What follows belongs to an exercise in optimizing a design on an open flow for small area; a production flow would make more cautious choices. The RTL was checked by simulation tests, not by an equivalence proof against the original design. No activity file was given, so power comes from the tool's default toggle rates.

## flow/design.v (module list and top-level ports; edited modules follow where they fit)
// module fetch_rv: 106 lines
// module reg_bank: 56 lines
// module riscv_decode_k: 774 lines
// module riscv_intrpts: 103 lines
// module rv_alu: 146 lines
// module rv_ctrl_unit: 267 lines
// module rv_db: 263 lines
// module rv_exec: 426 lines
// module rv_mul_dsp: 50 lines
// module rv_shifter: 73 lines
// module rv_cpu: 287 lines
module rv_cpu 
  #(
  parameter           DB_RMW        = 0,     
  parameter           DIVIDER_EN    = 1,     
  parameter           MUL_ARCH      = "dsp", 
  parameter  [29:0]   START_ADDR    = 30'b0, 
  parameter           REG_RAM_STYLE = 1,     
  parameter           ENABLE_TIMER  = 1,     
  parameter           TIMER_XLEN    = 32     
  )
  (
  clk_i,
  rst_i,
  lli_re_o,
  lli_adr_o,
  lli_dat_i, 
  lli_busy_i,
  lli_cc_invalidate_o,
  dbus_cyc_o,
  dbus_stb_o,
  dbus_we_o,
  dbus_sel_o,
  dbus_ack_i, 
  dbus_adr_o, 
  dbus_dat_o, 
  dbus_dat_i,
  irq_i
  );
  // ...
==> flow/run.sh <==
#!/bin/bash
# synth_recipe.tcl (not shown) runs the flow's synth.tcl, then flattens the netlist and writes it again
# the make line also repeats each setting of config.mk as NAME=value (left out here)
make -C /OpenROAD-flow-scripts/flow DESIGN_CONFIG=/design/flow/config.mk WORK_HOME=/design/flow/orfs CLKGATE_MAP_FILE= SYNTH_SCRIPT=/design/flow/synth_recipe.tcl finish
==> flow/config.mk <==
export PLATFORM = sky130hd
export DESIGN_NAME = rv_cpu
export DESIGN_NICKNAME = rv_cpu
export VERILOG_FILES = /design/flow/design.v
export SDC_FILE = /design/flow/constraint.sdc
export NUM_CORES = 4
export LEC_CHECK = 0
export CAP_MARGIN = 20
export CORE_MARGIN = 2
export CORE_UTILIZATION = 40
export SLEW_MARGIN = 20
==> flow/constraint.sdc <==
create_clock -name core_clock -period 14.0 [get_ports {clk_i}]
set_input_delay 2.8000 -clock core_clock [delete_from_list [all_inputs] [get_ports {clk_i}]]
set_output_delay 2.8000 -clock core_clock [all_outputs]
set_load 0.01 [all_outputs]
==> run_results.csv, run 1 <==
group,metric,value,unit
power,p_int,0.0114,W
final_layout,flow.area_growth_from_synthesis,10.7,%
outcome,outcome,"finished clean",
detailed_routing,first_pass_iters,11,
placement,hpwlAfterDp,459,mm
yosys,yosys.area_share.xor_xnor,2.13,%
worst_setup_path,critical_path_class,"reg2reg",
yosys,avgSynthCellArea,8.45,µm²
worst_setup_path,worst-path-buf-inv,6,
yosys,synth_edf_count,1166,
yosys,synth_most_common_cell,"sky130_fd_sc_hd__nand2_1",
detailed_routing,dr.max_layer_used,"met5",
sta,max-slew-margin-rel,11.8,%
final_layout,numSequentialCells,2089,
final_layout,final-seq-area,53500,µm²
worst_setup_path,crit_top_cell,"sky130_fd_sc_hd__fa_1",
final_layout,num-nets-final,18100,
placement,dp_cells,21100,
sta,finalSetupViolCount,0,
sta,worst_slew_pin_slew,1.32,ns
global_route,grt_use_met1,43.4,%
final_layout,largest_register_ffs,1024,
yosys,yosysSeqAreaShare,37.2,%
placement,placement.io_buffers,176,
power,pg_clk,0.00663,W
die,n_tap_cell,4773,
worst_setup_path,endpoint_kind,"flop",
power,max_rail_drop_vdd,114,µV
worst_setup_path,critPathMaxFanout,32,
final_layout,seq_area_share,33.6,%
final_layout,layout.cells.non_filler,21600,
yosys,share_of_yosys_cell_area_claimed_by_the_top_area_cell_type,24.3,%
cts,ctsLongestPathBuffers,4,
detailed_routing,via_per_inst,6.13,
worst_setup_path,worst_path_dominant_cell_family,"adder cells",
==> module reg_bank, before the edit <==
module reg_bank
	(input				rst_i
	,input				clk_i
	,input		[4:0]	read1, read2, read3, read4
	,output reg	[31:0]	data1, data2, data3, data4
	,input				regwrite
	,input		[4:0]	wrreg
	,input		[31:0]	wrdata
	,input  			wait_i
	);
	reg 		[31:0]  r [0:31];   
	reg 		[31:0]  data_1, data_2;
	wire		[31:0]  data_3 = 32'b0, data_4 = 32'b0;
	always @(*) begin
			if (read1 == 5'd0)
				data_1 = 32'd0;
			else if ((read1 == wrreg) && regwrite)
				data_1 = wrdata;
			else
				data_1 = r[read1];
		end
	always @(*) begin
			if (read2 == 5'd0)
				data_2 = 32'd0;
			else if ((read2 == wrreg) && regwrite)
				data_2 = wrdata;
			else
				data_2 = r[read2];
		end
	always @(posedge clk_i)
		if (rst_i)
			begin
				r[0]<= 32'b0;
				r[1]<= 32'b0;r[2]<= 32'b0;r[3]<= 32'b0;r[4]<= 32'b0;r[5]<= 32'b0;r[6]<= 32'b0;r[7]<= 32'b0;r[8]<= 32'b0;r[9]<= 32'b0;
				r[10]<= 32'b0;r[11]<= 32'b0;r[12]<= 32'b0;r[13]<= 32'b0;r[14]<= 32'b0;r[15]<= 32'b0;r[16]<= 32'b0;r[17]<= 32'b0;r[18]<= 32'b0;
				r[19]<= 32'b0;r[20]<= 32'b0;r[21]<= 32'b0;r[22]<= 32'b0;r[23]<= 32'b0;r[24]<= 32'b0;r[25]<= 32'b0;r[26]<= 32'b0;r[27]<= 32'b0;
				r[28]<= 32'b0;r[29]<= 32'b0;r[30]<= 32'b0;r[31]<= 32'b0;
			end
		else if (regwrite && wrreg != 5'd0)
			r[wrreg] <= wrdata; 
	always @(posedge clk_i)
		if (rst_i)
			begin
				data1 <= 32'b0;
				data2 <= 32'b0;
				data3 <= 32'b0;
				data4 <= 32'b0;
			end
		else if (!wait_i)
			begin
				data1 <= data_1;
				data2 <= data_2;
				data3 <= data_3;
				data4 <= data_4;
			end
endmodule
==> module riscv_decode_k, before the edit <==
module riscv_decode_k
	( clk_i
	, rst_i
	, word_i
	, next_ip_i
	, valid_i
	, jump_valid_i
	, ready_o
	, fencei_o
	, interrupt_valid_i
	, interrupt_vector_i
	, interrupt_ready_o
	, sp_raddr1_o
	, sp_rdata1_i
	, sp_raddr2_o
	, sp_rdata2_i
	, displacement_o
	, ready_i
	, valid_o
	, cmd_loadop3_o
	, cmd_signed_o
	, cmd_dbus_o
	, cmd_dbus_store_o
	, cmd_dbus_byte_o
	, cmd_dbus_hword_o
	, cmd_addsub_o
	, cmd_mul_o
	, cmd_div_o
	, cmd_div_mod_o
	, cmd_cmp_o
	, cmd_jump_o
	, cmd_negate_op2_o
	, cmd_and_o
	, cmd_xor_o
	, cmd_shift_o
	, cmd_shift_right_o
	, cmd_mul_high_o
	, cmd_signed_b_o
	, cmd_slt_o
	, cmd_csr_o
	, csr_x0_o
	, csr_op_o
	, cmd_trap_o
	, cmd_tret_o
	, trap_cause_o
	, interrupt_o
	, epc_o
	, epc_i
	, tvec_i
	, sstep_i
	, jump_type_o
	, op1_o
	, op2_o
	, op3_o
	, dst_o
	);
	input clk_i; 
	input rst_i; 
	input[31:0] word_i; 
	input[29:0] next_ip_i; 
	input valid_i; 
	input jump_valid_i; 
	output ready_o; 
	output reg fencei_o; 
	input interrupt_valid_i; 
	input[2:0] interrupt_vector_i; 
	output interrupt_ready_o; 
	output[7:0] sp_raddr1_o; 
	input[31:0] sp_rdata1_i; 
	output[7:0] sp_raddr2_o;
	input[31:0] sp_rdata2_i; 
	output reg [11:0] displacement_o; 
	input ready_i; 
	output valid_o; 
	output reg cmd_loadop3_o; 
	output reg cmd_signed_o; 
	output reg cmd_dbus_o; 
	output reg cmd_dbus_store_o; 
	output reg cmd_dbus_byte_o; 
	output reg cmd_dbus_hword_o; 
	output reg cmd_addsub_o; 
	output reg cmd_mul_o; 
	output reg cmd_div_o; 
	output reg cmd_div_mod_o; 
	output reg cmd_cmp_o; 
	output reg cmd_jump_o; 
	output reg cmd_negate_op2_o; 
	output reg cmd_and_o; 
	output reg cmd_xor_o; 
	output reg cmd_shift_o; 
	output reg cmd_shift_right_o; 
	output reg cmd_mul_high_o; 
	output reg cmd_signed_b_o; 
	output reg cmd_slt_o; 
	output reg cmd_csr_o; 
	output reg csr_x0_o; 
	output reg [1:0] csr_op_o; 
	output reg cmd_trap_o; 
	output reg cmd_tret_o; 
	output reg [3:0] trap_cause_o; 
	output reg interrupt_o; 
	output reg [31:2] epc_o; 
	input      [31:2] epc_i; 
	input      [31:2] tvec_i; 
	input sstep_i; 
	output reg [3:0] jump_type_o; 
	output reg [31:0] op1_o; 
	output reg [31:0] op2_o; 
	output reg [31:0] op3_o; 
	output     [7:0] dst_o; 
	wire [6:2] opcode; 
	wire [4:0] rd; 
	wire [4:0] rs1; 
	wire [4:0] rs2; 
	wire [2:0] funct3; 
	wire [6:0] funct7; 
	wire [29:0] current_ip; 
	wire [29:0] link_ip; 
	wire downstream_busy; 
	reg self_busy; 
	wire busy; 
	reg valid_out; 
	reg interrupt_ready; 
	wire [7:0] rd1; 
	reg[7:0] rd1_reg; 
	wire [7:0] rd2; 
	reg[7:0] rd2_reg; 
	parameter[1:0] undef = 0; 
	parameter[1:0] Registered = 1; 
	parameter[1:0] imm = 2; 
	reg[1:0] rd1_select; 
	reg[31:0] rd1_direct; 
	reg[1:0] rd2_select; 
	reg[31:0] rd2_direct; 
	reg rd1_zero; 
	reg rd2_zero; 
	reg[7:0] dst_out; 
	wire [7:0] radr1_out; 
	wire [7:0] radr2_out; 
	reg trap_on_next; 
	reg trap_on_current; 
	parameter[6:2] op_imm = 5'b00100; 
	parameter[6:2] op_op = 5'b01100; 
	parameter[6:2] op_jal = 5'b11011; 
	parameter[6:2] op_jalr = 5'b11001; 
	parameter[6:2] op_load = 5'b00000; 
	parameter[6:2] op_store = 5'b01000; 
	parameter[6:2] op_branch = 5'b11000; 
	parameter[6:2] op_lui = 5'b01101; 
	parameter[6:2] op_auipc = 5'b00101; 
	parameter[6:2] op_system = 5'b11100; 
	parameter[6:2] op_miscmem = 5'b00011; 
	parameter[3:0] rv_imm = 0; 
	parameter[3:0] rv_op = 1; 
	parameter[3:0] rv_jal = 2; 
	parameter[3:0] rv_jalr = 3; 
	parameter[3:0] rv_load = 4; 
	parameter[3:0] rv_store = 5; 
	parameter[3:0] rv_branch = 6; 
	parameter[3:0] rv_lui = 7; 
	parameter[3:0] rv_auipc = 8; 
	parameter[3:0] rv_system = 9; 
	parameter[3:0] rv_miscmem = 10; 
	parameter[3:0] rv_invalid = 11; 
	parameter[2:0] add = 3'b000; 
	parameter[2:0] slt = 3'b010; 
	parameter[2:0] sltu = 3'b011; 
	parameter[2:0] f_xor = 3'b100; 
	parameter[2:0] f_or = 3'b110; 
	parameter[2:0] f_and = 3'b111; 
	parameter[2:0] sl = 3'b001; 
	parameter[2:0] sr = 3'b101; 
	parameter[6:0] mulext = 7'b0000001; 
	parameter[2:0] mul = 3'b000; 
	parameter[2:0] mulh = 3'b001; 
	parameter[2:0] div = 3'b100; 
	parameter[2:0] divu = 3'b101; 
	parameter[2:0] f_rem = 3'b110; 
	parameter[2:0] remu = 3'b111; 
	parameter[1:0] regular = 0; 
	parameter[1:0] continuecjmp = 1; 
	parameter[1:0] halt = 2; 
	reg[1:0] state; 
	wire [31:0] debug_pc; 
	function [32 - 1:0]get_sb_immediate;
		input[32 - 1:0] instr; 
		reg[32 - 1:0] temp; 
		reg[12:0] t2; 
		begin
			t2 = {instr[31], instr[7], instr[30:25], instr[11:8], 1'b0}; 
			temp = { {19{ t2[12]}} , t2};
			get_sb_immediate = temp; 
		end
	endfunction
	function [3:0]decode_op;
		input[6:2] opcode; 
		begin
			case (opcode)
				op_imm :
					begin
						decode_op = rv_imm; 
					end
				op_op :
					begin
						decode_op = rv_op; 
					end
				op_jal :
					begin
						decode_op = rv_jal; 
					end
				op_jalr :
					begin
						decode_op = rv_jalr; 
					end
				op_load :
					begin
						decode_op = rv_load; 
					end
				op_store :
					begin
						decode_op = rv_store; 
					end
				op_branch :
					begin
						decode_op = rv_branch; 
					end
				op_lui :
					begin
						decode_op = rv_lui; 
					end
				op_auipc :
					begin
						decode_op = rv_auipc; 
					end
				op_system :
					begin
						decode_op = rv_system; 
					end
				op_miscmem :
					begin
						decode_op = rv_miscmem; 
					end
				default :
					begin
						decode_op = rv_invalid; 
					end
			endcase 
		end
	endfunction
	assign opcode = word_i[6:2] ;
	assign rd = word_i[11:7] ;
	assign funct3 = word_i[14:12] ;
	assign rs1 = word_i[19:15] ;
	assign rs2 = word_i[24:20] ;
	assign funct7 = word_i[31:25] ;
	assign rd1 = {3'b000, rs1} ;
	assign rd2 = {3'b000, rs2} ;
	assign downstream_busy = valid_out & ~ready_i ;
	assign busy = downstream_busy | self_busy ;
	assign current_ip = next_ip_i ;
	assign link_ip = next_ip_i + 1'b1 ;
	assign debug_pc = {current_ip, 2'b00} ;
	assign valid_o = valid_out ;
	assign dst_o = dst_out ;
	assign ready_o = ~busy ;
	assign interrupt_ready_o = interrupt_ready ;
	always @(posedge clk_i)
		begin : xhdl_18
			reg [31:0] branch_target; 
			reg [31:0] u_immed; 
			reg [11:0] displacement; 
			reg t_valid; 
			reg trap; 
			reg not_implemented; 
			reg [3:0] optype; 
			if (rst_i == 1'b1)
				begin
					valid_out <= 1'b0 ; 
					self_busy <= 1'b0 ; 
					state <= regular ; 
					interrupt_ready <= 1'b0 ; 
					cmd_loadop3_o <= 1'b0 ; 
					cmd_signed_o <= 1'b0 ; 
					cmd_dbus_o <= 1'b0 ; 
					cmd_dbus_store_o <= 1'b0 ; 
					cmd_dbus_byte_o <= 1'b0 ; 
					cmd_dbus_hword_o <= 1'b0 ; 
					cmd_addsub_o <= 1'b0 ; 
					cmd_negate_op2_o <= 1'b0 ; 
					cmd_mul_o <= 1'b0 ; 
					cmd_div_o <= 1'b0 ; 
					cmd_div_mod_o <= 1'b0 ; 
					cmd_cmp_o <= 1'b0 ; 
					cmd_jump_o <= 1'b0 ; 
					cmd_and_o <= 1'b0 ; 
					cmd_xor_o <= 1'b0 ; 
					cmd_shift_o <= 1'b0 ; 
					cmd_shift_right_o <= 1'b0 ; 
					rd1_select <= undef ; 
					rd1_direct <= {32'b0} ; 
					rd2_select <= undef ; 
					rd2_direct <= {32'b0} ; 
					op3_o <= {32'b0} ; 
					jump_type_o <= {4'b0} ; 
					dst_out <= {8'b0} ; 
					displacement = 12'b0; 
					cmd_mul_high_o <= 1'b0 ; 
					cmd_signed_b_o <= 1'b0 ; 
					cmd_slt_o <= 1'b0 ; 
					cmd_csr_o <= 1'b0 ; 
					cmd_trap_o <= 1'b0 ; 
					cmd_tret_o <= 1'b0 ; 
					interrupt_o <= 1'b0 ; 
					trap_on_next <= 1'b0 ; 
					trap_on_current <= 1'b0 ;
					epc_o <= 32'b0;
					trap_cause_o <= 4'h0 ;
					csr_x0_o <= 1'b0 ; 
				end
			else
				begin
					fencei_o <= 1'b0 ; 
					if (jump_valid_i == 1'b1)
						begin
							valid_out <= 1'b0 ; 
							self_busy <= 1'b0 ; 
							state <= regular ; 
						end
					else if (downstream_busy == 1'b0)
						begin
							case (state)
								regular :
									begin
										cmd_loadop3_o <= 1'b0 ; 
										cmd_signed_o <= 1'b0 ; 
										cmd_dbus_o <= 1'b0 ; 
										cmd_dbus_store_o <= 1'b0 ; 
										cmd_dbus_byte_o <= 1'b0 ; 
										cmd_dbus_hword_o <= 1'b0 ; 
										cmd_addsub_o <= 1'b0 ; 
										cmd_negate_op2_o <= 1'b0 ; 
										cmd_mul_o <= 1'b0 ; 
										cmd_div_o <= 1'b0 ; 
										cmd_div_mod_o <= 1'b0 ; 
										cmd_cmp_o <= 1'b0 ; 
										cmd_jump_o <= 1'b0 ; 
										cmd_and_o <= 1'b0 ; 
										cmd_xor_o <= 1'b0 ; 
										cmd_shift_o <= 1'b0 ; 
										cmd_shift_right_o <= 1'b0 ; 
										cmd_slt_o <= 1'b0 ; 
										cmd_csr_o <= 1'b0 ; 
										cmd_trap_o <= 1'b0 ; 
										cmd_tret_o <= 1'b0 ; 
										interrupt_o <= 1'b0 ; 
										jump_type_o <= 4'b0000 ; 
										dst_out <= {8{1'b0}} ; 
										displacement = {12'b0};
										t_valid = 1'b0; 
										not_implemented = 1'b0; 
										trap = 1'b0; 
										if (valid_i == 1'b1)
											begin
												trap_on_current <= trap_on_next ; 
												trap_on_next <= 1'b0 ; 
												if (interrupt_valid_i == 1'b1)
													begin
														t_valid = 1'b1; 
														interrupt_o <= 1'b1 ; 
														cmd_trap_o <= 1'b1 ; 
														cmd_jump_o <= 1'b1 ; 
														trap_on_next <= 1'b0 ; 
														trap_on_current <= 1'b0 ; 
													end
												else if (trap_on_current == 1'b1)
													begin
														cmd_trap_o <= 1'b1 ; 
														cmd_jump_o <= 1'b1 ; 
														trap_cause_o <= 4'h3 ; 
														t_valid = 1'b1; 
													end
												else if (word_i[1:0] == 2'b11)
													begin
														optype = decode_op(opcode); 
														case (optype)
															rv_imm, rv_op :
																begin
																	rd1_select <= Registered ; 
																	dst_out <= {3'b000, rd} ; 
																	if ((opcode[5]) == 1'b1)
																		begin
																			rd2_select <= Registered ; 
																		end
																	else
																		begin
																			rd2_direct <= {{20{word_i[31]}}, word_i[31:20]} ; 
																			rd2_select <= imm ; 
																		end 
																	if (funct7 == mulext & optype == rv_op)
																		begin
																			if ((funct3[2]) == 1'b0)
																				begin
																					cmd_mul_o <= 1'b1 ; 
																					case (funct3[1:0])
																						2'b00 :
																							begin
																								cmd_mul_high_o <= 1'b0 ; 
																								cmd_signed_o <= 1'b0 ; 
																								cmd_signed_b_o <= 1'b0 ; 
																							end
																						2'b11 :
																							begin
																								cmd_mul_high_o <= 1'b1 ; 
																								cmd_signed_o <= 1'b0 ; 
																								cmd_signed_b_o <= 1'b0 ; 
																							end
																						2'b01 :
																							begin
																								cmd_mul_high_o <= 1'b1 ; 
																								cmd_signed_o <= 1'b1 ; 
																								cmd_signed_b_o <= 1'b1 ; 
																							end
																						2'b10 :
																							begin
																								cmd_mul_high_o <= 1'b1 ; 
																								cmd_signed_o <= 1'b1 ; 
																								cmd_signed_b_o <= 1'b0 ; 
																							end
																						default :
																							begin
																								not_implemented = 1'b1; 
																							end
																					endcase 
																				end
																			else
																				begin
																					cmd_div_o <= 1'b1 ; 
																					cmd_div_mod_o <= funct3[1] ; 
																					cmd_signed_o <= ~funct3[0] ; 
																				end 
																		end
																	else
																		begin
																			case (funct3)
																				add :
																					begin
																						cmd_addsub_o <= 1'b1 ; 
																						if ((opcode[5]) == 1'b1)
																							begin
																								cmd_negate_op2_o <= word_i[30] ; 
																							end 
																					end
																				f_and :
																					begin
																						cmd_and_o <= 1'b1 ; 
																					end
																				f_xor :
																					begin
																						cmd_xor_o <= 1'b1 ; 
																					end
																				f_or :
																					begin
																						cmd_and_o <= 1'b1 ; 
																						cmd_xor_o <= 1'b1 ; 
																					end
																				sl :
																					begin
																						cmd_shift_o <= 1'b1 ; 
																					end
																				sr :
																					begin
																						cmd_shift_o <= 1'b1 ; 
																						cmd_shift_right_o <= 1'b1 ; 
																						cmd_signed_o <= word_i[30] ; 
																					end
																				slt :
																					begin
																						cmd_cmp_o <= 1'b1 ; 
																						cmd_negate_op2_o <= 1'b1 ; 
																						cmd_slt_o <= 1'b1 ; 
																						jump_type_o <= 4'b0100 ; 
																					end
																				sltu :
																					begin
																						cmd_cmp_o <= 1'b1 ; 
																						cmd_negate_op2_o <= 1'b1 ; 
																						cmd_slt_o <= 1'b1 ; 
																						jump_type_o <= 4'b0110 ; 
																					end
																				default :
																					begin
																					end
																			endcase 
																		end 
																	t_valid = 1'b1; 
																end
															rv_jal :
																begin
																	rd1_select <= imm ; 
																	rd1_direct <= {current_ip, 2'b00} + ({12'b0, word_i[31], word_i[19:12], word_i[20], word_i[30:21], 1'b0}); 
																	cmd_jump_o <= 1'b1 ; 
																	cmd_loadop3_o <= 1'b1 ; 
																	op3_o <= {link_ip, 2'b00} ; 
																	dst_out <= {3'b000, rd} ; 
																	t_valid = 1'b1; 
																end
															rv_jalr :
																begin
																	rd1_select <= Registered ; 
																	cmd_jump_o <= 1'b1 ; 
																	cmd_loadop3_o <= 1'b1 ; 
																	op3_o <= {link_ip, 2'b00} ; 
																	dst_out <= {3'b000, rd} ; 
																	displacement = word_i[31:20]; 
																	t_valid = 1'b1; 
																end
															rv_branch :
																begin
																	branch_target = {current_ip, 2'b00} + get_sb_immediate(word_i); 
																	rd1_select <= Registered; 
																	rd2_select <= Registered; 
																	jump_type_o <= {1'b0, funct3} ; 
																	cmd_cmp_o <= 1'b1 ; 
																	cmd_negate_op2_o <= 1'b1 ; 
																	t_valid = 1'b1; 
																	self_busy <= 1'b1 ; 
																	state <= continuecjmp ; 
																end
															rv_load :
																begin
																	rd1_select <= Registered; 
																	displacement = word_i[31:20]; 
																	cmd_dbus_o <= 1'b1 ; 
																	dst_out <= {3'b000, rd} ; 
																	if (funct3[1:0] == 2'b00)
																		begin
																			cmd_dbus_byte_o <= 1'b1 ; 
																		end
																	else if (funct3[1:0] == 2'b01)
																		begin
																			cmd_dbus_hword_o <= 1'b1 ; 
																		end 
																	cmd_signed_o <= ~funct3[2] ; 
																	t_valid = 1'b1; 
																end
															rv_store :
																begin
																	rd1_select <= Registered;
																	displacement = {word_i[31:25], word_i[11:7] }; 
																	rd2_select <= Registered; 
																	cmd_dbus_o <= 1'b1 ; 
																	cmd_dbus_store_o <= 1'b1 ; 
																	if (funct3[1:0] == 2'b00)
																		begin
																			cmd_dbus_byte_o <= 1'b1 ; 
																		end
																	else if (funct3[1:0] == 2'b01)
																		begin
																			cmd_dbus_hword_o <= 1'b1 ; 
																		end 
																	t_valid = 1'b1; 
																end
															rv_lui, rv_auipc :
																begin
																	u_immed = {word_i[31:12], 12'b0};
																	rd2_select <= imm ; 
																	rd2_direct <= u_immed ;  
																	rd1_select <= imm ; 
																	cmd_addsub_o <= 1'b1 ; 
																	if ((word_i[5]) == 1'b1)
																		begin
																			rd1_direct <= {32{1'b0}} ; 
																		end
																	else
																		begin
																			rd1_direct <= {current_ip, 2'b00} ; 
																		end 
																	dst_out <= {3'b000, rd} ; 
																	t_valid = 1'b1; 
																end
															rv_system :
																begin
																	if (funct3 == 3'b000)
																		begin
																			cmd_jump_o <= 1'b1 ; 
																			interrupt_o <= 1'b0 ; 
																			case (word_i[21:20])
																				2'b01 :
																					begin
																						trap_cause_o <= 4'h3 ; 
																						trap = 1'b1; 
																						t_valid = 1'b1; 
																					end
																				2'b00 :
																					begin
																						trap_cause_o <= 4'hB ; 
																						trap = 1'b1; 
																						t_valid = 1'b1; 
																					end
																				2'b10 :
																					begin
																						cmd_tret_o <= 1'b1 ; 
																						t_valid = 1'b1; 
																						if (sstep_i == 1'b1)
																							begin
																								trap_on_next <= 1'b1 ; 
																							end 
																					end
																				default :
																					begin
																					end
																			endcase 
																			cmd_trap_o <= trap ; 
																		end
																	else
																		begin
																			cmd_csr_o <= 1'b1 ; 
																			csr_op_o <= funct3[1:0] ; 
																			if (rs1 == 5'b00000)
																				begin
																					csr_x0_o <= 1'b1 ; 
																				end
																			else
																				begin
																					csr_x0_o <= 1'b0 ; 
																				end 
																			displacement = word_i[31:20]; 
																			if ((funct3[2]) == 1'b1)
																				begin
																					rd1_select <= imm ; 
																					rd1_direct <= {{29{word_i[19]}}, word_i[19:15]} ;
																				end
																			else
																				begin
																					rd1_select <= Registered; 
																				end 
																			dst_out <= {3'b000, rd} ; 
																			t_valid = 1'b1; 
																		end 
																end
															rv_miscmem :
																begin
																	case (funct3)
																		3'b000 :
																			begin
																				t_valid = 1'b1; 
																			end
																		3'b001 :
																			begin
																				rd1_select <= imm ; 
																				rd1_direct <= {link_ip, 2'b00};
																				cmd_jump_o <= 1'b1 ; 
																				fencei_o <= 1'b1 ; 
																				t_valid = 1'b1; 
																			end
																		default :
																			begin
																				not_implemented = 1'b1; 
																			end
																	endcase 
																end
															rv_invalid :
																begin
																	not_implemented = 1'b1; 
																end
														endcase 
													end
												else
													begin
														not_implemented = 1'b1; 
													end 
												if (t_valid == 1'b0 | not_implemented == 1'b1)
													begin
														cmd_jump_o <= 1'b1 ; 
														interrupt_o <= 1'b0 ; 
														trap_cause_o <= 'h2 ; 
														cmd_trap_o <= 1'b1 ; 
														valid_out <= 1'b1 ; 
													end
												else
													begin
														valid_out <= t_valid ; 
													end 
												epc_o <= current_ip;  
											end 
									end
								continuecjmp :
									begin
										rd1_select <= imm ; 
										rd1_direct <= branch_target ; 
										valid_out <= 1'b1 ; 
										cmd_jump_o <= 1'b1 ; 
										self_busy <= 1'b0 ; 
										state <= regular ; 
									end
								halt :
									begin
										if (interrupt_valid_i == 1'b1)
											begin
												self_busy <= 1'b0 ; 
												state <= regular ; 
											end 
									end
							endcase 
						end 
				end 
			displacement_o <= displacement ;  
		end 
	always @(posedge clk_i)
		begin
			if (busy == 1'b0)
				begin
					rd1_reg <= rd1 ; 
					if (rd1[4:0] == 5'b00000)
						begin
							rd1_zero <= 1'b1 ; 
						end
					else
						begin
							rd1_zero <= 1'b0 ; 
						end 
					rd2_reg <= rd2 ; 
					if (rd2[4:0] == 5'b00000)
						begin
							rd2_zero <= 1'b1 ; 
						end
					else
						begin
							rd2_zero <= 1'b0 ; 
						end 
				end  
		end 
	assign radr1_out = (busy == 1'b1) ? rd1_reg : rd1 ;
	assign sp_raddr1_o = radr1_out ;
	assign radr2_out = (busy == 1'b1) ? rd2_reg : rd2 ;
	assign sp_raddr2_o = radr2_out ;
	always @(*)
		begin : xhdl_25
			reg[31:0] rdata; 
			if (rd1_select == imm)
				begin
					op1_o <= rd1_direct ; 
				end
			else
				begin
					if (rd1_zero == 1'b1)
						begin
							op1_o <= 'h00000000 ; 
						end
					else
						begin
							op1_o <= sp_rdata1_i ; 
						end 
				end 
		end 
	always @(*)
		begin
			if (rd2_select == imm)
				begin
					op2_o <= rd2_direct ; 
				end
			else
				begin
					if (rd2_zero == 1'b1)
						begin
							op2_o <= 'h00000000 ; 
						end
					else
						begin
							op2_o <= sp_rdata2_i ; 
						end 
				end 
		end 
endmodule
==> module rv_alu, before the edit <==
module rv_alu #
	(
	parameter           DIVIDER_EN    = 0,     
	parameter           MUL_ARCH      = "dsp" 
	)
	( clk_i, rst_i
	, valid_i, cmd_signed_i, cmd_addsub_i, cmd_mul_i
	, cmd_div_i, cmd_div_mod_i, cmd_cmp_i, cmd_negate_op2_i
	, cmd_and_i, cmd_xor_i, cmd_shift_i, cmd_shift_right_i
	, cmd_mul_high_i, cmd_signed_b_i, op1_i, op2_i, result_o
	, cmp_eq_o, cmp_ug_o, cmp_sg_o, we_o, busy_o, wait_o
	);
	input clk_i; 
	input rst_i; 
	input valid_i; 
	input cmd_signed_i; 
	input cmd_addsub_i; 
	input cmd_mul_i; 
	input cmd_div_i; 
	input cmd_div_mod_i; 
	input cmd_cmp_i; 
	input cmd_negate_op2_i; 
	input cmd_and_i; 
	input cmd_xor_i; 
	input cmd_shift_i; 
	input cmd_shift_right_i; 
	input cmd_mul_high_i; 
	input cmd_signed_b_i; 
	input[31:0] op1_i; 
	input[31:0] op2_i; 
	output[31:0] result_o;
	output reg cmp_eq_o; 
	output cmp_ug_o; 
	output cmp_sg_o; 
	output we_o; 
	output busy_o; 
	output wait_o; 
	wire[31:0] addend1; 
	wire[31:0] addend2; 
	wire[32:0] adder_result; 
	wire adder_we; 
	reg cmp_carry; 
	reg cmp_s1; 
	reg cmp_s2; 
	wire[31:0] logic_result; 
	wire logic_we; 
	wire[31:0] mul_result; 
	wire[31:0] mul_result_high; 
	wire[31:0] mul_result_low; 
	wire mul_ce; 
	wire mul_we; 
	reg mul_high; 
	wire[31:0] div_result; 
	wire div_ce; 
	wire div_we; 
	wire[31:0] shift_result; 
	wire shift_ce; 
	wire shift_we; 
	wire result_we; 
	reg busy; 
	wire[31:0] cmd_and_vect; 
	wire[31:0] cmd_xor_vect; 
	wire[31:0] adder_we_vect; 
	wire[31:0] logic_we_vect; 
	wire[31:0] mul_we_vect; 
	wire[31:0] div_we_vect; 
	wire[31:0] shift_we_vect; 
	assign addend1 = op1_i ;
	assign addend2 = (cmd_negate_op2_i == 1'b0) ? op2_i: ((~op2_i) +1'b1);
	assign adder_result = ({1'b0, addend1}) + ({1'b0, addend2}) ;  
	assign adder_we = cmd_addsub_i & valid_i ;
	always @(posedge clk_i)
		if (rst_i)
			begin
				cmp_eq_o     <= 1'b0 ;
				cmp_carry    <= 1'b0 ;
				cmp_s1       <= 1'b0 ; 
				cmp_s2       <= 1'b0 ;
			end
		else if (valid_i & cmd_cmp_i)
			begin
				if (op1_i == op2_i)
					cmp_eq_o <= 1'b1 ; 
				else
					cmp_eq_o <= 1'b0 ; 
				cmp_carry    <= adder_result[32] ; 
				cmp_s1       <= op1_i[31] ; 
				cmp_s2       <= op2_i[31] ; 
			end  
	assign cmp_ug_o     = cmp_carry & ~cmp_eq_o ;
	assign cmp_sg_o     = ((cmp_s1 & cmp_s2 & cmp_carry) | (~cmp_s1 & ~cmp_s2 & cmp_carry) | (~cmp_s1 & cmp_s2)) & ~cmp_eq_o ;
	assign cmd_and_vect = (cmd_and_i) ? {32'hffffffff} : {32'b0} ;
	assign cmd_xor_vect = (cmd_xor_i) ? {32'hffffffff} : {32'b0} ;
	assign logic_result = (op1_i & op2_i & cmd_and_vect) | ((op1_i ^ op2_i) & cmd_xor_vect) ;
	assign logic_we     = (cmd_and_i | cmd_xor_i) & valid_i ;
	assign mul_ce       =  cmd_mul_i & valid_i ;
	always @(posedge clk_i)
		begin : mul_reg
			if (mul_ce )
				mul_high <= cmd_mul_high_i ; 
		end 
	rv_mul_dsp #(.pipelined(1'b0))
		rv_mul_inst
		( .clk_i(clk_i)
		, .rst_i(rst_i)
		, .ce_i(mul_ce)
		, .op1_i(op1_i)
		, .op2_i(op2_i)
		, .ce_o(mul_we)
		, .result_o(mul_result_low)
		, .result_high_o(mul_result_high)
		); 
	assign mul_result = (mul_high ) ? mul_result_high : mul_result_low ;
	assign div_ce = cmd_div_i & valid_i;
	assign div_we = div_ce ;
	assign div_result = 32'b0;
	assign shift_ce = cmd_shift_i & valid_i ;
	rv_shifter
		rv_shifter_inst
		( .clk_i(clk_i)
		, .rst_i(rst_i)
		, .ce_i(shift_ce)
		, .d_i(op1_i)
		, .s_i(op2_i[4:0])
		, .right_i(cmd_shift_right_i)
		, .sig_i(cmd_signed_i)
		, .ce_o(shift_we)
		, .d_o(shift_result)
		); 
	assign adder_we_vect = (adder_we ) ? {32'hffffffff} : {32'b0} ;
	assign logic_we_vect = (logic_we ) ? {32'hffffffff} : {32'b0} ;
	assign mul_we_vect = (mul_we ) ? {32'hffffffff} : {32'b0} ;
	assign div_we_vect = (div_we ) ? {32'hffffffff} : {32'b0} ;
	assign shift_we_vect = (shift_we ) ? {32'hffffffff} : {32'b0} ;
	assign result_o = (adder_result[31:0] & adder_we_vect) | (logic_result & logic_we_vect) | 
		(mul_result & mul_we_vect) | (div_result & div_we_vect) | (shift_result & shift_we_vect) ;
	assign result_we = adder_we | logic_we | mul_we | div_we | shift_we ;
	assign we_o = result_we ;
	always @(posedge clk_i)
		if (rst_i | result_we)
			busy <= 1'b0 ; 
		else if (shift_ce | mul_ce | div_ce)
			busy <= 1'b1 ;
	assign busy_o = busy ;
	assign wait_o = shift_ce | mul_ce | div_ce ;
endmodule
==> module rv_exec, before the edit <==
module rv_exec #
	(
	parameter           DB_RMW      = 0,     
	parameter           DIVIDER_EN    = 1,     
	parameter           MUL_ARCH      = "dsp", 
	parameter           USE_RISCV     = 1,     
	parameter           ENABLE_TIMER  = 1,     
	parameter           TIMER_XLEN    = 32     
	)
	(clk_i
	, rst_i
	, cmd_loadop3_i
	, cmd_signed_i
	, cmd_dbus_i
	, cmd_dbus_store_i
	, cmd_dbus_byte_i
	, cmd_dbus_hword_i
	, cmd_addsub_i
	, cmd_mul_i
	, cmd_div_i
	, cmd_div_mod_i
	, cmd_cmp_i
	, cmd_jump_i
	, cmd_negate_op2_i
	, cmd_and_i
	, cmd_xor_i
	, cmd_shift_i
	, cmd_shift_right_i
	, cmd_mul_high_i
	, cmd_signed_b_i
	, cmd_slt_i
	, cmd_csr_i
	, csr_x0_i
	, csr_op_i
	, cmd_trap_i
	, cmd_tret_i
	, trap_cause_i
	, interrupt_i
	, epc_i
	, ext_irq_in
	, riscv_interrupt_exec_o
	, epc_o
	, tvec_o
	, sstep_o
	, jump_type_i
	, op1_i
	, op2_i
	, op3_i
	, dst_i
	, sp_waddr_o
	, sp_we_o
	, sp_wdata_o
	, displacement_i
	, valid_i
	, ready_o
	, dbus_cyc_o
	, dbus_stb_o
	, dbus_we_o
	, dbus_sel_o
	, dbus_ack_i
	, dbus_adr_o
	, dbus_dat_o
	, dbus_dat_i
	, jump_valid_o
	, jump_dst_o
	, jump_ready_i
	, interrupt_return_o
	, wait_o
	);
	output riscv_interrupt_exec_o; 
	output[31:2] epc_o; 
	output[31:2] tvec_o; 
	output sstep_o; 
	output[7:0] sp_waddr_o; 
	output sp_we_o; 
	output[31:0] sp_wdata_o; 
	output ready_o; 
	output dbus_cyc_o; 
	output dbus_stb_o; 
	output dbus_we_o; 
	output[3:0] dbus_sel_o; 
	output[31:2] dbus_adr_o; 
	output[31:0] dbus_dat_o; 
	output jump_valid_o; 
	output[29:0] jump_dst_o; 
	output interrupt_return_o;
	output  wait_o;	
	input clk_i; 
	input rst_i; 
	input cmd_loadop3_i; 
	input cmd_signed_i; 
	input cmd_dbus_i; 
	input cmd_dbus_store_i; 
	input cmd_dbus_byte_i; 
	input cmd_dbus_hword_i; 
	input cmd_addsub_i; 
	input cmd_mul_i; 
	input cmd_div_i; 
	input cmd_div_mod_i; 
	input cmd_cmp_i; 
	input cmd_jump_i; 
	input cmd_negate_op2_i; 
	input cmd_and_i; 
	input cmd_xor_i; 
	input cmd_shift_i; 
	input cmd_shift_right_i; 
	input cmd_mul_high_i; 
	input cmd_signed_b_i; 
	input cmd_slt_i; 
	input cmd_csr_i; 
	input csr_x0_i; 
	input[1:0] csr_op_i; 
	input cmd_trap_i; 
	input cmd_tret_i; 
	input[3:0] trap_cause_i; 
	input interrupt_i; 
	input[31:2] epc_i; 
	input[7:0] ext_irq_in; 
	input[3:0] jump_type_i; 
	input[31:0] op1_i; 
	input[31:0] op2_i; 
	input[31:0] op3_i; 
	input[7:0] dst_i; 
	input[11:0] displacement_i; 
	input valid_i; 
	input dbus_ack_i; 
	input[31:0] dbus_dat_i; 
	input jump_ready_i; 
	wire busy; 
	wire can_execute; 
	wire[31:0] alu_result; 
	wire alu_we; 
	wire alu_busy; 
	wire alu_cmp_eq; 
	wire alu_cmp_ug; 
	wire alu_cmp_sg; 
	wire loadop3_we; 
	reg jump_condition; 
	reg jump_valid; 
	reg[29:0] jump_dst; 
	reg[29:0] jump_dst_r; 
	reg[2:0] cond_reg; 
	reg slt_we; 
	wire slt_ce; 
	reg[31:0] slt_result; 
	reg slt_busy; 
	wire csr_we; 
	wire csr_ce; 
	wire csr_exception; 
	wire csr_busy; 
	wire[31:0] csr_result; 
	wire mtrap_strobe; 
	wire[3:0] trap_cause; 
	wire csr_tret_exec; 
	wire[31:2] mepc; 
	wire[31:2] mtvec; 
	wire mie; 
	reg[31:0] adr_reg; 
	reg store_reg; 
	wire ex_exception; 
	reg ex_exception_r; 
	reg[31:2] epc_reg; 
	wire[31:2] epc_mux; 
	reg[31:0] target_address; 
	wire[31:0] dbus_result; 
	wire dbus_busy; 
	wire dbus_we; 
	wire dbus_misalign; 
	wire s_dbus_cyc_o; 
	wire s_local_cyc_o; 
	wire s_dbus_stb_o; 
	wire s_dbus_we_o; 
	wire[3:0] s_dbus_sel_o; 
	wire s_dbus_ack_i; 
	wire s_local_ack; 
	wire[31:2] s_dbus_adr_o; 
	wire[31:0] s_dbus_dat_o; 
	wire timer_irq; 
	wire[31:0] result_mux; 
	wire result_valid; 
	wire[7:0] result_regaddr; 
	reg[7:0] dst_reg; 
	reg interrupt_return; 
	wire [31:0] alu_we_vect= (alu_we)? 32'hffffffff: 32'b0;
	wire [31:0] csr_we_vect= (csr_we)? 32'hffffffff: 32'b0;
	wire [31:0] slt_we_vect= (slt_we)? 32'hffffffff: 32'b0;
	wire [31:0] dbus_we_vect= (dbus_we)? 32'hffffffff: 32'b0;
	wire [31:0] loadop3_we_vect= (loadop3_we)? 32'hffffffff: 32'b0;
	assign ex_exception = dbus_misalign | csr_exception ;
	assign tvec_o = mtvec ;
	assign epc_o = mepc ;
	assign busy = alu_busy | dbus_busy | slt_busy | csr_busy | ex_exception | ex_exception_r ;
	assign ready_o = ~busy ;
	assign can_execute = valid_i & ~busy ;
	rv_alu #
		( .DIVIDER_EN(DIVIDER_EN)
		, .MUL_ARCH  (MUL_ARCH)
		)
		rv_alu_inst
		( .clk_i(clk_i)
		, .rst_i(rst_i)
		, .valid_i(can_execute)
		, .cmd_signed_i(cmd_signed_i)
		, .cmd_addsub_i(cmd_addsub_i)
		, .cmd_mul_i(cmd_mul_i)
		, .cmd_div_i(cmd_div_i)
		, .cmd_div_mod_i(cmd_div_mod_i)
		, .cmd_cmp_i(cmd_cmp_i)
		, .cmd_negate_op2_i(cmd_negate_op2_i)
		, .cmd_and_i(cmd_and_i)
		, .cmd_xor_i(cmd_xor_i)
		, .cmd_shift_i(cmd_shift_i)
		, .cmd_shift_right_i(cmd_shift_right_i)
		, .cmd_mul_high_i(cmd_mul_high_i)
		, .cmd_signed_b_i(cmd_signed_b_i)
		, .op1_i(op1_i)
		, .op2_i(op2_i)
		, .result_o(alu_result)
		, .cmp_eq_o(alu_cmp_eq)
		, .cmp_ug_o(alu_cmp_ug)
		, .cmp_sg_o(alu_cmp_sg)
		, .we_o(alu_we)
		, .busy_o(alu_busy)
		, .wait_o(wait_o)
		);
	assign loadop3_we = can_execute & cmd_loadop3_i ;
	always @(*)
		begin 
			reg c; 
			case (cond_reg)
				3'b000 :
					begin
						c = alu_cmp_eq; 
					end
				3'b001 :
					begin
						c = ~alu_cmp_eq; 
					end
				3'b100 :
					begin
						c = ~alu_cmp_eq & ~alu_cmp_sg; 
					end
				3'b101 :
					begin
						c = alu_cmp_eq | alu_cmp_sg; 
					end
				3'b110 :
					begin
						c = ~alu_cmp_eq & ~alu_cmp_ug; 
					end
				3'b111 :
					begin
						c = alu_cmp_eq | alu_cmp_ug; 
					end
				default :
					begin
						c = 1'b0; 
					end
			endcase 
			slt_result <= {31'b0, c} ; 
			if (cmd_cmp_i == 1'b0)
				begin
					jump_condition <= 1'b1 ; 
				end
			else
				begin
					jump_condition <= c ; 
				end 
		end 
	assign slt_ce = cmd_slt_i & can_execute ;
	always @(posedge clk_i)
		begin : slt_ctrl
			if (cmd_cmp_i == 1'b1)
				begin
					cond_reg <= jump_type_i[2:0] ; 
				end 
			slt_we <= slt_ce ; 
			if (slt_we == 1'b1 | rst_i == 1'b1)
				begin
					slt_busy <= 1'b0 ; 
				end
			else if (slt_ce == 1'b1)
				begin
					slt_busy <= 1'b1 ; 
				end  
		end 
	always @(*)
		begin : xhdl_12
			reg[11:0] d; 
			target_address <= op1_i +  {{20{displacement_i[11]}},  displacement_i};
		end 
	always @(*)
		begin
			if (cmd_tret_i == 1'b1)
				begin
					jump_dst <= mepc ; 
				end
			else if (cmd_trap_i == 1'b1 | ex_exception == 1'b1)
				begin
					jump_dst <= mtvec ; 
				end
			else
				begin
					jump_dst <= target_address[31:2] ; 
				end 
		end 
	always @(posedge clk_i)
		begin
			if (rst_i == 1'b1)
				begin
					jump_valid <= 1'b0 ; 
					interrupt_return <= 1'b0 ; 
					jump_dst_r <= {30{1'b0}} ; 
					ex_exception_r <= 1'b0 ; 
				end
			else
				begin
					if (jump_valid == 1'b0)
						begin
							jump_dst_r <= jump_dst ; 
							ex_exception_r <= ex_exception ; 
							if ((can_execute == 1'b1 & cmd_jump_i == 1'b1 & jump_condition == 1'b1) | ex_exception == 1'b1)
								begin
									jump_valid <= 1'b1 ; 
								end 
						end
					else if (jump_ready_i == 1'b1)
						begin
							jump_valid <= 1'b0 ; 
							ex_exception_r <= 1'b0 ; 
							interrupt_return <= 1'b0 ; 
						end 
				end  
		end 
	assign jump_valid_o = jump_valid | (can_execute & cmd_jump_i & jump_condition) ;
	assign jump_dst_o = (jump_valid == 1'b1) ? jump_dst_r : jump_dst ;
	assign interrupt_return_o = interrupt_return ;
	assign s_dbus_ack_i = (s_dbus_cyc_o) ? dbus_ack_i : 1'b0 ;
	assign dbus_adr_o = s_dbus_adr_o ;
	assign dbus_cyc_o = s_dbus_cyc_o ;
	assign dbus_stb_o = s_dbus_stb_o & s_dbus_cyc_o ;
	assign dbus_we_o = s_dbus_we_o ;
	assign dbus_dat_o = s_dbus_dat_o ;
	assign dbus_sel_o = s_dbus_sel_o ;
	rv_db #
		(
		.ENABLE_LOCALMAP(USE_RISCV),
		.DB_RMW       (DB_RMW)
		)
		rv_dbus_inst
		(. clk_i(clk_i)
		, .rst_i(rst_i)
		, .valid_i(can_execute)
		, .cmd_dbus_i(cmd_dbus_i)
		, .cmd_dbus_store_i(cmd_dbus_store_i)
		, .cmd_dbus_byte_i(cmd_dbus_byte_i)
		, .cmd_dbus_hword_i(cmd_dbus_hword_i)
		, .cmd_signed_i(cmd_signed_i)
		, .addr_i(target_address)
		, .wdata_i(op2_i)
		, .rdata_o(dbus_result)
		, .busy_o(dbus_busy)
		, .we_o(dbus_we)
		, .misalign_o(dbus_misalign)
		, .dbus_cyc_o(s_dbus_cyc_o)
		, .dbus_stb_o(s_dbus_stb_o)
		, .dbus_we_o(s_dbus_we_o)
		, .dbus_sel_o(s_dbus_sel_o)
		, .dbus_ack_i(s_dbus_ack_i)
		, .dbus_adr_o(s_dbus_adr_o)
		, .dbus_dat_o(s_dbus_dat_o)
		, .dbus_dat_i(dbus_dat_i)
	); 
	assign csr_ce = cmd_csr_i & can_execute ;
	assign mtrap_strobe = (cmd_trap_i & can_execute) | ex_exception ;
	assign trap_cause = (dbus_misalign == 1'b1 & store_reg == 1'b0) ? 'h4 : (dbus_misalign == 1'b1 & store_reg == 1'b1) ? 'h6 : (csr_exception == 1'b1) ? 'h2 : trap_cause_i ;
	always @(posedge clk_i)
		begin
			if (can_execute == 1'b1)
				begin
					epc_reg <= epc_i ; 
					adr_reg <= target_address ; 
					store_reg <= cmd_dbus_store_i ; 
				end  
		end
	assign epc_mux = (ex_exception == 1'b1) ? epc_reg : epc_i ;
	assign csr_tret_exec = cmd_tret_i & can_execute ;
	rv_ctrl_unit #
		(
		.DIVIDER_EN(DIVIDER_EN),
		.MUL_ARCH  (MUL_ARCH)
		)
		rv_ctrl_inst
		(. op1_i(op1_i)
		, .wdata_o(csr_result)
		, .we_o(csr_we)
		, .csr_exception(csr_exception)
		, .csr_adr(displacement_i)
		, .ce_i(csr_ce)
		, .busy_o(csr_busy)
		, .csr_x0_i(csr_x0_i)
		, .csr_op_i(csr_op_i)
		, .clk_i(clk_i)
		, .rst_i(rst_i)
		, .mtvec_o(mtvec)
		, .mepc_o(mepc)
		, .sstep_o(sstep_o)
		, .mcause_i(trap_cause)
		, .mepc_i(epc_mux)
		, .mtrap_strobe_i(mtrap_strobe)
		, .adr_i(adr_reg)
		, .cmd_tret_i(csr_tret_exec)
		, .interrupt_ack_i(interrupt_i)
		, .ext_irq_in(ext_irq_in)
		, .interrupt_exec_o(riscv_interrupt_exec_o)
		); 
	assign result_mux   = (alu_result & alu_we_vect) |(op3_i & loadop3_we_vect) |(dbus_result & dbus_we_vect) |(csr_result & csr_we_vect) |(slt_result & slt_we_vect) ;
	assign result_valid = (                 alu_we   |              loadop3_we  |                    dbus_we  |                   csr_we  |                   slt_we) ;
	always @(posedge clk_i)
		if (can_execute == 1'b1)
			dst_reg <= dst_i ; 
	assign result_regaddr = (can_execute == 1'b1) ? dst_i : dst_reg ;
	assign sp_we_o = result_valid ;
	assign sp_waddr_o = result_regaddr ;
	assign sp_wdata_o = result_mux ;
endmodule
==> module rv_mul_dsp, before the edit <==
module rv_mul_dsp 
	( clk_i
	, rst_i
	, ce_i
	, op1_i
	, op2_i
	, ce_o
	, result_o
	, result_high_o
	);
	parameter pipelined  = 1;
	input clk_i; 
	input rst_i; 
	input ce_i; 
	input[31:0] op1_i; 
	input[31:0] op2_i; 
	output ce_o; 
	wire ce_o;
	output[31:0] result_o; 
	wire[31:0] result_o;
	output[31:0] result_high_o; 
	wire[31:0] result_high_o;
	reg[31:0] pp00; 
	reg[31:0] pp01; 
	reg[31:0] pp10; 
	reg[31:0] pp11; 
	wire[31:0] product; 
	wire[31:0] product_h; 
	reg ceo; 
	wire ce1; 
	always @(posedge clk_i)
		begin
			pp00 <= ((op1_i[15:0]) * (op2_i[15:0])) ; 
			pp01 <= ((op1_i[15:0]) * (op2_i[31:16])) ; 
			pp10 <= ((op1_i[31:16]) * (op2_i[15:0])) ; 
			pp11 <= ((op1_i[31:16]) * (op2_i[31:16])) ;  
		end 
	assign product[31:16] = (pp00[31:16]) + (pp01[15:0]) + (pp10[15:0]) ;
	assign product[15:0] = (pp00[15:0]) ;
	assign product_h[15:0] = (pp01[31:16]) + (pp10[31:16]) + (pp11[15:0]) ;
	assign product_h[31:16] = (pp11[31:16]) ;
	assign result_o = (product) ;
	assign result_high_o = (product_h) ;
	always @(posedge clk_i)
		if (rst_i == 1'b1)
			ceo <= 1'b0 ; 
		else
			ceo <= ce_i ;
	assign ce_o = ceo ;
endmodule
==> run 2: changes to the inputs <==
--- a/flow/design.v
+++ b/flow/design.v
@@ -110,56 +110,59 @@
 	(input				rst_i
 	,input				clk_i
-	,input		[4:0]	read1, read2, read3, read4
-	,output reg	[31:0]	data1, data2, data3, data4
+	,input		[4:0]	read1, read2
+	,output 	[31:0]	data1, data2
 	,input				regwrite
+	,input				wzero
 	,input		[4:0]	wrreg
 	,input		[31:0]	wrdata
 	,input  			wait_i
 	);
-	reg 		[31:0]  r [0:31];   
-	reg 		[31:0]  data_1, data_2;
-	wire		[31:0]  data_3 = 32'b0, data_4 = 32'b0;
-	always @(*) begin
-			if (read1 == 5'd0)
-				data_1 = 32'd0;
-			else if ((read1 == wrreg) && regwrite)
-				data_1 = wrdata;
-			else
-				data_1 = r[read1];
-		end
-	always @(*) begin
-			if (read2 == 5'd0)
-				data_2 = 32'd0;
-			else if ((read2 == wrreg) && regwrite)
-				data_2 = wrdata;
-			else
-				data_2 = r[read2];
-		end
+	reg 		[31:0]  r [1:31];
+	reg 		[31:1]  valid;
+	reg 		[4:0]   a1q, a2q;
+	reg 				v1q, v2q;
+	wire [31:0] vld = {valid, 1'b0};
+	wire wr = regwrite && wrreg != 5'd0;
+	wire v1n = (wr && wrreg == read1) ? ~wzero : vld[read1];
+	wire v2n = (wr && wrreg == read2) ? ~wzero : vld[read2];
+	integer i;
 	always @(posedge clk_i)
-		if (rst_i)
-			begin
-				r[0]<= 32'b0;
-				r[1]<= 32'b0;r[2]<= 32'b0;r[3]<= 32'b0;r[4]<= 32'b0;r[5]<= 32'b0;r[6]<= 32'b0;r[7]<= 32'b0;r[8]<= 32'b0;r[9]<= 32'b0;
-				r[10]<= 32'b0;r[11]<= 32'b0;r[12]<= 32'b0;r[13]<= 32'b0;r[14]<= 32'b0;r[15]<= 32'b0;r[16]<= 32'b0;r[17]<= 32'b0;r[18]<= 32'b0;
-				r[19]<= 32'b0;r[20]<= 32'b0;r[21]<= 32'b0;r[22]<= 32'b0;r[23]<= 32'b0;r[24]<= 32'b0;r[25]<= 32'b0;r[26]<= 32'b0;r[27]<= 32'b0;
-				r[28]<= 32'b0;r[29]<= 32'b0;r[30]<= 32'b0;r[31]<= 32'b0;
-			end
-		else if (regwrite && wrreg != 5'd0)
-			r[wrreg] <= wrdata; 
+		for (i = 1; i < 32; i = i + 1)
+			if (wr && !wzero && wrreg == i)
+				r[i] <= wrdata;
 	always @(posedge clk_i)
 		if (rst_i)
 			begin
-				data1 <= 32'b0;
-				data2 <= 32'b0;
-				data3 <= 32'b0;
-				data4 <= 32'b0;
+				valid <= 31'b0;
+				v1q <= 1'b0;
+				v2q <= 1'b0;
+				a1q <= 5'b0;
+				a2q <= 5'b0;
 			end
-		else if (!wait_i)
+		else
 			begin
-				data1 <= data_1;
-				data2 <= data_2;
-				data3 <= data_3;
-				data4 <= data_4;
+				if (wr)
+					valid[wrreg] <= ~wzero;
+				if (!wait_i)
+					begin
+						a1q <= read1;
+						a2q <= read2;
+						v1q <= v1n;
+						v2q <= v2n;
+					end
 			end
+	reg [31:0] o1, o2;
+	always @(*)
+		begin
+			o1 = 32'b0;
+			o2 = 32'b0;
+			for (i = 1; i < 32; i = i + 1)
+				begin
+					o1 = o1 | (r[i] & {32{v1q && a1q == i}});
+					o2 = o2 | (r[i] & {32{v2q && a2q == i}});
+				end
+		end
+	assign data1 = o1;
+	assign data2 = o2;
 endmodule
 `timescale 1ns/1ps
@@ -219,4 +222,5 @@
 	, op3_o
 	, dst_o
+	, opzero_o
 	);
 	input clk_i; 
@@ -274,4 +278,5 @@
 	output reg [31:0] op3_o; 
 	output     [7:0] dst_o; 
+	output opzero_o; 
 	wire [6:2] opcode; 
 	wire [4:0] rd; 
@@ -900,4 +905,5 @@
 	assign radr2_out = (busy == 1'b1) ? rd2_reg : rd2 ;
 	assign sp_raddr2_o = radr2_out ;
+	assign opzero_o = rd1_zero | rd2_zero ;
 	always @(*)
 		begin : xhdl_25
@@ -1054,4 +1060,5 @@
 	, cmd_mul_high_i, cmd_signed_b_i, op1_i, op2_i, result_o
 	, cmp_eq_o, cmp_ug_o, cmp_sg_o, we_o, busy_o, wait_o
+	, d1_i, d2_i, zero_i
 	);
 	input clk_i; 
@@ -1073,4 +1080,7 @@
 	input[31:0] op1_i; 
 	input[31:0] op2_i; 
+	input[31:0] d1_i; 
+	input[31:0] d2_i; 
+	input zero_i; 
 	output[31:0] result_o;
 	output reg cmp_eq_o; 
@@ -1139,21 +1149,18 @@
 	assign logic_we     = (cmd_and_i | cmd_xor_i) & valid_i ;
 	assign mul_ce       =  cmd_mul_i & valid_i ;
-	always @(posedge clk_i)
-		begin : mul_reg
-			if (mul_ce )
-				mul_high <= cmd_mul_high_i ; 
-		end 
-	rv_mul_dsp #(.pipelined(1'b0))
+	rv_mul_dsp
 		rv_mul_inst
 		( .clk_i(clk_i)
 		, .rst_i(rst_i)
 		, .ce_i(mul_ce)
+		, .high_i(cmd_mul_high_i)
+		, .zero_i(zero_i)
 		, .op1_i(op1_i)
 		, .op2_i(op2_i)
+		, .d1_i(d1_i)
+		, .d2_i(d2_i)
 		, .ce_o(mul_we)
-		, .result_o(mul_result_low)
-		, .result_high_o(mul_result_high)
+		, .result_o(mul_result)
 		); 
-	assign mul_result = (mul_high ) ? mul_result_high : mul_result_low ;
 	assign div_ce = cmd_div_i & valid_i;
 	assign div_we = div_ce ;
@@ -1790,4 +1797,8 @@
 	, interrupt_return_o
 	, wait_o
+	, d1_i
+	, d2_i
+	, zero_i
+	, wzero_o
 	);
 	output riscv_interrupt_exec_o; 
@@ -1850,4 +1861,8 @@
 	input[31:0] dbus_dat_i; 
 	input jump_ready_i; 
+	input[31:0] d1_i; 
+	input[31:0] d2_i; 
+	input zero_i; 
+	output wzero_o; 
 	wire busy; 
 	wire can_execute; 
@@ -1946,4 +1961,7 @@
 		, .busy_o(alu_busy)
 		, .wait_o(wait_o)
+		, .d1_i(d1_i)
+		, .d2_i(d2_i)
+		, .zero_i(zero_i)
 		);
 	assign loadop3_we = can_execute & cmd_loadop3_i ;
@@ -2145,51 +2163,52 @@
 	assign result_regaddr = (can_execute == 1'b1) ? dst_i : dst_reg ;
 	assign sp_we_o = result_valid ;
+	assign wzero_o = cmd_div_i & can_execute ;
 	assign sp_waddr_o = result_regaddr ;
 	assign sp_wdata_o = result_mux ;
 endmodule
 `timescale 1ns/1ps
-module rv_mul_dsp 
+module rv_mul_dsp
 	( clk_i
 	, rst_i
 	, ce_i
+	, high_i
+	, zero_i
 	, op1_i
 	, op2_i
+	, d1_i
+	, d2_i
 	, ce_o
 	, result_o
-	, result_high_o
 	);
-	parameter pipelined  = 1;
 	input clk_i; 
 	input rst_i; 
 	input ce_i; 
+	input high_i; 
+	input zero_i; 
 	input[31:0] op1_i; 
 	input[31:0] op2_i; 
+	input[31:0] d1_i; 
+	input[31:0] d2_i; 
 	output ce_o; 
-	wire ce_o;
 	output[31:0] result_o; 
-	wire[31:0] result_o;
-	output[31:0] result_high_o; 
-	wire[31:0] result_high_o;
-	reg[31:0] pp00; 
-	reg[31:0] pp01; 
-	reg[31:0] pp10; 
-	reg[31:0] pp11; 
-	wire[31:0] product; 
-	wire[31:0] product_h; 
 	reg ceo; 
-	wire ce1; 
+	reg hi; 
+	reg zq; 
+	reg[15:0] r; 
+	wire z = ceo ? zq : zero_i;
+	wire[15:0] xa = (ceo & hi) ? d1_i[31:16] : d1_i[15:0];
+	wire[15:0] x = xa & {16{~z}};
+	wire[15:0] y = (ceo & ~hi) ? d2_i[15:0] : d2_i[31:16];
+	wire[31:0] pm = x * y;
+	wire[31:0] p10 = op1_i[31:16] * op2_i[15:0];
 	always @(posedge clk_i)
-		begin
-			pp00 <= ((op1_i[15:0]) * (op2_i[15:0])) ; 
-			pp01 <= ((op1_i[15:0]) * (op2_i[31:16])) ; 
-			pp10 <= ((op1_i[31:16]) * (op2_i[15:0])) ; 
-			pp11 <= ((op1_i[31:16]) * (op2_i[31:16])) ;  
-		end 
-	assign product[31:16] = (pp00[31:16]) + (pp01[15:0]) + (pp10[15:0]) ;
-	assign product[15:0] = (pp00[15:0]) ;
-	assign product_h[15:0] = (pp01[31:16]) + (pp10[31:16]) + (pp11[15:0]) ;
-	assign product_h[31:16] = (pp11[31:16]) ;
-	assign result_o = (product) ;
-	assign result_high_o = (product_h) ;
+		if (ce_i)
+			begin
+				hi <= high_i;
+				zq <= zero_i;
+				r <= high_i ? (pm[31:16] + p10[31:16]) : (pm[15:0] + p10[15:0]);
+			end
+	wire[15:0] s = (hi ? pm[15:0] : pm[31:16]) + r;
+	assign result_o = hi ? {pm[31:16], s} : {s, pm[15:0]};
 	always @(posedge clk_i)
 		if (rst_i == 1'b1)
@@ -2377,4 +2396,6 @@
   wire sstep; 
   wire wait_s;
+  wire decode_opzero;
+  wire sp_wzero;
   fetch_rv #(
     .START_ADDR (START_ADDR),
@@ -2455,4 +2476,5 @@
     , .op3_o(decode_op3)
     , .dst_o(decode_dst)
+    , .opzero_o(decode_opzero)
     ); 		   
   reg [31:0] exec_next_ip, exec_word ;
@@ -2534,4 +2556,8 @@
     , .riscv_interrupt_exec_o(interrupt_valid)
 	, .wait_o(wait_s)
+    , .d1_i(sp_rdata1)
+    , .d2_i(sp_rdata2)
+    , .zero_i(decode_opzero)
+    , .wzero_o(sp_wzero)
     ); 
   reg [31:0] reg_next_ip, reg_word ;
@@ -2547,16 +2573,13 @@
     (.rst_i(rst_i)
     ,.clk_i(clk_i)
-    ,.read1(sp_raddr1)
-    ,.read2(sp_raddr2)
-    ,.read3(5'b0)
-    ,.read4(5'b0)
+    ,.read1(sp_raddr1[4:0])
+    ,.read2(sp_raddr2[4:0])
     ,.data1(sp_rdata1)
     ,.data2(sp_rdata2)
-    ,.data3()
-    ,.data4()
     ,.regwrite(sp_we)
+    ,.wzero(sp_wzero)
     ,.wrreg(wrreg)
     ,.wrdata(sp_wdata)
-	,.wait_i(wait_s)
+    ,.wait_i(wait_s)
     );
 endmodule
==> run 2 against run 1 <==
Still clean. Via count down 20%. Synthesized cell count down 32%. Core utilization up 1.3 points. Cell count down 28%. First-iteration DRC count up 1.4%. Critical endpoint is now regfile.r[30][11]. Largest cell class unchanged.
==> run_results.csv, run 2 <==
group,metric,value,unit
detailed_routing,first_pass_iters,15,
detailed_routing,wl_met2,234,mm
sta,timing_max_transition_violations_final,0,
cts,clock_tree.root_cell,"sky130_fd_sc_hd__clkbuf_16",
die,pin_count,177,
die,std_cell_rows,194,
global_route,number_of_global_route_vias_before_repair,98600,
power,max_rail_drop_vdd,101,µV
yosys,yosysSeqAreaShare,44.4,%
final_layout,most_frequent_cells_in_the_layout,"sky130_fd_sc_hd__edfxtp_1, sky130_fd_sc_hd__nand2_1, sky130_fd_sc_hd__nor2_1",
cts,ctsLongestPathBuffers,4,
job,timing.max_cap.violations,0,
die,die_y,535,µm
detailed_routing,avgRoutedWirePerCell,37.2,µm
sta,worst_slew_pin_slew,1.26,ns
global_route,initial_antenna_violation_count,61,
power,static-leakage-power,47.3,nW
yosys,avgSynthCellArea,9.76,µm²
die,die-area,286000,µm²
detailed_routing,dr.max_layer_used,"met5",
yosys,share_of_yosys_cell_area_claimed_by_the_top_area_cell_type,30.6,%
detailed_routing,post-route-drc-count,0,
placement,hpwlAfterDp,401,mm
power,clock_power_share,45.6,%
outcome,outcome,"finished clean",
yosys,synth.area.top_cells,"sky130_fd_sc_hd__edfxtp_1, sky130_fd_sc_hd__dfxtp_1, sky130_fd_sc_hd__fa_1, sky130_fd_sc_hd__a22oi_1, sky130_fd_sc_hd__ha_1",
cts,cts_hold_buffers,0,
power,fin_total_pwr,0.0128,W
cts,clock_sinks,1925,
sta,hold_violations,0,
cts,cts_setup_buffers,0,
detailed_routing,wl_met3,81.8,mm
worst_setup_path,cpPeakStageDelay,0.94,ns
sta,rsz0062_at_grt,"false",
detailed_routing,via_per_inst,6.80,
final_layout,flow.area_growth_from_synthesis,13.4,%
power,cellPowerDensity,100,nW/µm²
sta,max_freq,0.0761,GHz
detailed_routing,final_antenna_net_count,0,
detailed_routing,drt-total-wl,578,mm
final_layout,largest_register_ffs,992,
power,combPwrFrac,7.3,%
yosys,synth_seq_cells,1925,
sta,finalSetupViolCount,0,
global_route,globalRoute.totalOverflow,0,
placement,placement.io_buffers,176,
worst_hold_path,worst_min_path_class,"reg2reg",
sta,tns,0,ns
yosys,post_synth_instance_area,113000,µm²
global_route,grt_first_pass_wirelength,788,mm
die,initial_core_util,40.3,%
sta,finalWorstSetupSlack,0.861,ns
yosys,synthTopCellsByCount,"sky130_fd_sc_hd__edfxtp_1, sky130_fd_sc_hd__nand2_1, sky130_fd_sc_hd__nor2_1",
global_route,total_routing_resource_utilization_after_global_routing,39.1,%
worst_setup_path,critical_path_class,"reg2reg",
worst_hold_path,worstHoldStart,"fetch_inst.fetch_addr[15]",
worst_setup_path,cp-startpoint,"regfile.a1q[3]",
yosys,synth_edf_count,1151,
worst_setup_path,crit_top_cell,"sky130_fd_sc_hd__fa_1",
cts,numCtsBuffers,211,
yosys,cells_after_synthesis,11600,
final_layout,top_register,"regfile.r",
final_layout,layout.core_utilization,45.7,%
cts,post_cts_resized,0,
power,p_int,0.00960,W
cts,tritoncts_clock_tree,"built",
power,seq_power_share,47.1,%
yosys,synth.largest_area_cell,"sky130_fd_sc_hd__edfxtp_1",
final_layout,drive_above_1_share,10.3,%
worst_setup_path,critPathMaxFanout,31,
yosys,synth-main-ff-cell,"sky130_fd_sc_hd__edfxtp_1",
die,placeableCoreArea,280000,µm²
global_route,grt_start_max_net_pins,98,
yosys,yosysWarnings,13,
final_layout,reg_top3,"regfile.r x992, execute_inst.rv_ctrl_inst.mcycl_count x64, fetch_inst.fifo_dout x62",
cts,post_cts_clock_slew_at_the_launch_and_capture_registers_of_the_worst_setup_and_hold_paths,0.06,ns
power,sw_share,25.1,%
placement,gp_congestion,1.09,
worst_setup_path,reg2reg_from,"regfile.a1q[3]",
final_layout,num-nets-final,12500,
sta,period_needed,13.14,ns
detailed_routing,routedLengthMet1,211,mm
cts,cts_max_level,4,
final_layout,layout_commonest_cell,"sky130_fd_sc_hd__edfxtp_1",
yosys,asyncSetResetFlopFracSynth,0,%
cts,clock_latency,0.95,ns
detailed_routing,first_iter_violations,19500,
final_layout,num-fill-cells,26200,
worst_setup_path,endpoint_kind,"flop",
worst_setup_path,start_kind,"flop",
yosys,synth_most_common_cell,"sky130_fd_sc_hd__edfxtp_1",
sta,max-slew-margin-rel,15.8,%
worst_setup_path,signal_arrival_time_at_the_worst_endpoint,13.75,ns
die,die_x,535,µm
sta,final_critical_path_share_of_the_clock_period,93.8,%
worst_setup_path,critical-path-slowest-cell,"sky130_fd_sc_hd__and2_1",
placement,preCtsSetupSlack,1.34,ns
detailed_routing,dr_total_vias,106000,
worst_setup_path,cp_data_required_time,14.61,ns
power,power.switching,0.00322,W
yosys,post_synth_num_cell_types,97,
sta,final.setup_skew,0.0863,ns
## run 2: cell count changes after synthesis, sizes merged, moves of 417 or more
cell   delta
nor2   -1127
nand3   -789
a22oi   +754
inv     -459
nand2  -2470
fa      -417
## run 2: power by group through the flow
stage	Sequential (W)	Combinational [W]	Clock (W)
final	0.00605	0.000934	0.00585
after global routing	0.00605	0.000959	0.00604
after CTS	0.00604	0.000885	0.00583
after detailed placement	0.00617	0.000882	0
after global placement	0.00616	0.000874	0
after floorplan	0.00614	0.000475	0
## run 2: cell type report
cell class / count / area, µm² / share of cell area (%)
tap: 3724 / 4660 / 3.64
sequential: 1925 / 50100 / 39.1
clock inverter: 109 / 1200 / 0.936
clock buffer: 273 / 5860 / 4.59
multi-input combinational: 8162 / 58000 / 45.3
inverter: 677 / 2540 / 1.99
timing repair buffer: 649 / 5530 / 4.33
antenna: 25 / 62.6 / 0.0489
## run 2: per-stage QoR
stage          instance area (µm²)  hold slack (ns)  std cells
6_report                    128000            0.404      15500
5_1_grt                     128000            0.414      15500
2_1_floorplan               113000            0.373      11600
3_3_place_gp                121000            0.397      15100
4_1_cts                     128000            0.402      15500
3_5_place_dp                121000            0.393      15100
## run 2: logic make-up (layout without fill, tap and decap cells)
kind of cell             after synthesis  in the layout  synth area share (%)
AO/OA/AOI/OAI                       2894           2894                  17.7
XOR/XNOR                             308            308                  2.39
adder cells (fa/ha/maj)              815            815                  11.7
buffers and inverters               1467           1708                  4.92
flip-flops                          1925           1925                  44.4
multiplexers                         279            279                  2.69
other                                  0             25                     0
AND/OR/NAND/NOR                     3866           3866                  16.3
## run 2: path summary, 6_finish.rpt
check | cells past startpoint | endpoint | slack [ns]
setup / recovery | 38 | regfile.r[30][11] | 0.86
hold / removal | 0 | fetch_inst.last_addr[15] | 0.40
setup reg to reg | 38 | regfile.r[30][11] | 0.86
hold reg to reg | 0 | fetch_inst.last_addr[15] | 0.40
## run 2: metal layers
| metal | track usage [%] | up-vias |
|---|---|---|
| met4 | 27.3 | 26 |
| met5 | 0 | - |
| met3 | 13.6 | 2418 |
| met2 | 55.5 | 8795 |
| met1 | 49.6 | 51900 |
| li1 | - | 42500 |
## run 2: worst max-delay path: cells and delay by family, from the launching register on
kind	cells	cell delay (ns)
and+or+nand+nor	9	3.65
adders and majority gates	8	3.65
AOI/OAI and AO/OA	11	2.05
muxes	2	1.16
buffers and inverters	6	1.03
xor gates and xnor gates	2	0.61
DFF	1	0.57

separate check: timing with driven ports:
How much do the figures lean on ideal ports? The routed layouts below were timed once more, with nothing changed but the port constraints.
Step 1: set_driving_cell puts a clkbuf_16 on clk_i and a buf_2 on each other input, an assumption about the parent block.
Step 2 also shifts input and output timing later by t, the mid clock arrival at the registers, as if the neighbouring blocks saw the same clock.
Three values: no drivers, after step 1, after step 2; two values: the first two.
run	shift t [ns]	slack for setup (ns)
run 1	1.077	5.150 / 5.150 / 5.150
run 2	1.016	0.861 / 0.861 / 0.861
After both steps every run listed still meets setup and hold.
